What follows belongs to an exercise in optimizing a design on an open flow for small area; a production flow would make more cautious choices. The RTL was checked by simulation tests, not by an equivalence proof against the original design. Power and IR drop assume default switching activity.

==> inputs of onyx <==
==> flow/design.v (excerpt) <==
module sparse_matrix_mul(clk,m1i1,m1i2,m1i3,m1i4,m2c1,m2c2,m2c3,m2c4,m2c5, m2c6, m2c7, m2c8, m2c9, m2c10, m2c11, m2c12, m2c13, m2c14, m2c15, m2c16, f11, f12, f13, f14, f21, f22, f23, f24, f31, f32, f33, f34, f41, f42, f43, f44, o1,o2,o3,o4);
export LEC_CHECK = 0
export CAP_MARGIN = 20
export CORE_MARGIN = 2
export CORE_UTILIZATION = 60
export GPL_TIMING_DRIVEN = 0
export SLEW_MARGIN = 20
export SYNTH_HIERARCHICAL = 1
create_clock -name core_clock -period 5.0 [get_ports {clk}]
standard.sh (not shown) runs the stock make flow with config.mk's settings and CLKGATE_MAP_FILE= SYNTH_SCRIPT=/design/flow/synth_recipe.tcl, a recipe that flattens the netlist after the stock synthesis.
==> flow/flow/run.sh <==
#!/bin/bash
# Standard ORFS layout (the standard.sh, unchanged) with two placement/CTS options:
#  - port buffers use the smallest buffer (buf_1) instead of buffer_ports' default pick
#  - CTS with clkbuf_8 and without dummy loads
set -euo pipefail
export BUFFER_PORTS_ARGS="-buffer_cell sky130_fd_sc_hd__buf_1"
export CTS_ARGS="-sink_clustering_enable -repair_clock_nets -buf_list sky130_fd_sc_hd__clkbuf_8 -dont_use_dummy_load"
bash standard.sh > standard.log 2>&1
==> garnet (differences from onyx) <==
==> flow/flow/run.sh (replaced) <==
#!/bin/bash
# Standard ORFS layout (the standard.sh, unchanged) with two placement/CTS options:
#  - port buffers use the smallest buffer (buf_1) instead of buffer_ports' default pick
#  - CTS with clkbuf_8, clusters of up to 25 flops, without dummy loads
set -euo pipefail
export BUFFER_PORTS_ARGS="-buffer_cell sky130_fd_sc_hd__buf_1"
export CTS_ARGS="-sink_clustering_enable -repair_clock_nets -buf_list sky130_fd_sc_hd__clkbuf_8 -sink_clustering_size 25 -sink_clustering_max_diameter 120 -dont_use_dummy_load"
bash standard.sh > standard.log 2>&1
Settings changed: CORE_UTILIZATION 60 to 40.
==> violet (differences from onyx) <==
Settings changed: CORE_UTILIZATION 60 to 40.
==> comparison <==
In non-clock buffer count, violet and garnet do not differ. Sequential power is about the same in onyx and violet. In combinational power, garnet and violet hardly differ. In clock-buffer cell count, garnet and onyx do not differ. Between garnet and onyx, the lower global-route usage is in garnet (gap 8.8 points). Between onyx and violet, the lower via count is in violet (gap 0.74%, measured against violet). In synthesized cell count, violet and onyx do not differ. Clock skew is the same in garnet and violet.

* * *

==> cedar <==
sparse_matrix_mul, a different RTL version from the one above (not shown whole).
Settings: LEC_CHECK=0, CAP_MARGIN=20, CORE_MARGIN=2, CORE_UTILIZATION=40, GPL_TIMING_DRIVEN=0, SLEW_MARGIN=20, SYNTH_HIERARCHICAL=1; clock period 5.0 ns.
==> flow/flow/run.sh <==
#!/bin/bash
# Standard ORFS layout (the standard.sh, unchanged) with two placement/CTS options:
#  - port buffers use the smallest buffer (buf_1) instead of buffer_ports' default pick
#  - CTS with clkbuf_8 and without dummy loads
set -euo pipefail
export BUFFER_PORTS_ARGS="-buffer_cell sky130_fd_sc_hd__buf_1"
export CTS_ARGS="-sink_clustering_enable -repair_clock_nets -buf_list sky130_fd_sc_hd__clkbuf_8 -dont_use_dummy_load"
bash standard.sh > standard.log 2>&1
==> raven: changes against cedar <==
- CORE_UTILIZATION: 40 -> 60
- PLACE_DENSITY: unset -> 0.7
==> run_results.csv <==
group,metric,value,unit
cells_and_area,area_delta_synth_final,14.3,%
floorplanning,start_util,60.9,%
placement,gp_congestion,0.893,
cells_and_area,nonClkBufAreaFrac,5.94,%
cells_and_area,drive_above_1_share,5.17,%
min_path,hold_start,"s34[8]",
floorplanning,rows,54,
route,dr.pass1.iters,17,
cells_and_area,final_cell_mix,"240 x a222oi_1, 193 x buf_1, 179 x fa_1, 140 x dfxtp_1, 130 x xor2_1",
cells_and_area,num-nonclk-buffers,212,
status,status,"timing/DRC/antenna clean",
floorplanning,dieHeight,153,um
min_path,min_to,"o4[8]",
Source of the figures above: raven

==> run_results.csv <==
group,metric,value,unit
cells_and_area,final_cell_mix,"240 x a222oi_1, 193 x buf_1, 180 x fa_1, 140 x dfxtp_1, 131 x xor2_1",
status,status,"timing/DRC/antenna clean",
cells_and_area,nonClkBufAreaFrac,5.88,%
placement,gp_congestion,0.860,
route,dr.pass1.iters,13,
floorplanning,start_util,40.7,%
Source of the figures above: cedar


* * *

==> pepper <==
sparse_matrix_mul, a different RTL version from the one above (not shown whole).
export LEC_CHECK = 0
export CAP_MARGIN = 20
export CORE_MARGIN = 2
export CORE_UTILIZATION = 55
export GPL_TIMING_DRIVEN = 0
export PLACE_DENSITY = 0.75
export SLEW_MARGIN = 20
export SYNTH_HIERARCHICAL = 1
create_clock -name core_clock -period 5.0 [get_ports {clk}]
Scripts as last shown in full above: flow/flow/run.sh
==> inputs of zinc, as changes to pepper <==
- CORE_UTILIZATION: 55 -> 40
- PLACE_DENSITY: 0.75 -> unset
==> flow_metrics.py <==
metrics = {
    "place": {
        "dp_slack_ns": -1.150,
    },
    "clock_network": {
        "cts_resized": 53,
    },
    "pwr": {
        "comb_power_mw": 2.47,
        "cellInternalPower_mw": 2.959,
        "sw_frac_of_total_pct": 40.59,
        "p_leak_nw": 5.189,
    },
    "timing": {
        "skew_ns": 0.03132,
    },
    "final_layout": {
        "final_cells": 1714,
        "drive_above_1_share_pct": 4.953,
        "area_growth_pct": 14.65,
        "multi_input_area_share_pct": 70.64,
    },
    "drt": {
        "vias_per_cell": 6.834,
        "met1_length_um": 14140,
        "vias": 11710,
    },
    "floorplanning": {
        "rows": 56,
        "die-width_um": 158.9,
        "dieHeight_um": 158.9,
    },
    "global_routing": {
        "antenna_found_initial": 3,
    },
    "outcome": {
        "status": "timing/DRC/antenna clean",
    },
    "critical_path": {
        "crit_cells": 13,
        "critical_path_required_ns": 5.33,
    },
}
That was pepper.
==> flow_metrics.py <==
metrics = {
    "timing": {
        "skew_ns": 0.04395,
    },
    "logic_synthesis": {
        "ys_seq_area_share_pct": 21.23,
    },
    "critical_path": {
        "critical_path_required_ns": 5.30,
        "crit_cells": 11,
        "critPathKind": "in2reg",
    },
    "floorplanning": {
        "rows": 66,
        "die-width_um": 185.7,
    },
    "final_layout": {
        "buffer_area_share_pct": 5.950,
        "area_growth_pct": 16.11,
        "final_cells": 1837,
        "drive_above_1_share_pct": 5.452,
        "multi_input_area_share_pct": 69.93,
        "multi_input_area_um2": 10720,
    },
    "pwr": {
        "comb_power_mw": 2.54,
        "p_leak_nw": 5.194,
        "cellInternalPower_mw": 2.994,
    },
    "drt": {
        "vias": 11600,
        "vias_per_cell": 6.316,
    },
    "clock_network": {
        "cts_resized": 62,
    },
    "outcome": {
        "status": "timing/DRC/antenna clean",
    },
    "global_routing": {
        "antenna_found_initial": 4,
    },
}
That was zinc.

## separate check: timing with driven ports
No port has a modelled driver above. Below, the same layouts with a new extraction and two added sets of constraints. Step 1 sets driving cells, clkbuf_16 on the clock port and buf_2 on the other inputs (assumed; they add their load-dependent delay and slew). Step 2 times the ports against the registers' clock, not the clock port: input delays grow and output delays shrink by t, the midpoint of the rising clock arrivals with the driver on. Three values: ideal ports, drivers, drivers and shift; two values: the first two.
| run | shift t [ns] | setup WS [ns] | worst setup path at the end | slew at the worst register clock pin (ns) | worst slew at a driven data input, ns |
|---|---|---|---|---|---|
| onyx | 0.485 | 0.092 / 0.099 / -0.386 | input to register | 0.08 / 0.08 | 0.09 |
| garnet | 0.468 | 0.092 / 0.095 / -0.373 | input to register | 0.10 / 0.10 | 0.11 |
| violet | 0.468 | 0.092 / 0.095 / -0.373 | input to register | 0.10 / 0.10 | 0.11 |
| cedar | 0.482 | 0.127 / 0.135 / -0.347 | input to register | 0.09 / 0.09 | 0.09 |
| raven | 0.464 | 0.119 / 0.114 / -0.350 | input to register | 0.09 / 0.09 | 0.09 |
| pepper | 0.484 | 0.074 / 0.075 / -0.409 | input to register | 0.09 / 0.09 | 0.08 |
| zinc | 0.480 | 0.075 / 0.095 / -0.385 | input to register | 0.10 / 0.10 | 0.10 |
Met with ideal ports but missed after step 2: setup timing in every run listed. For pepper, which loses most, drivers alone change the setup slack by +0.001 ns; drivers and shift together by -0.483 ns.
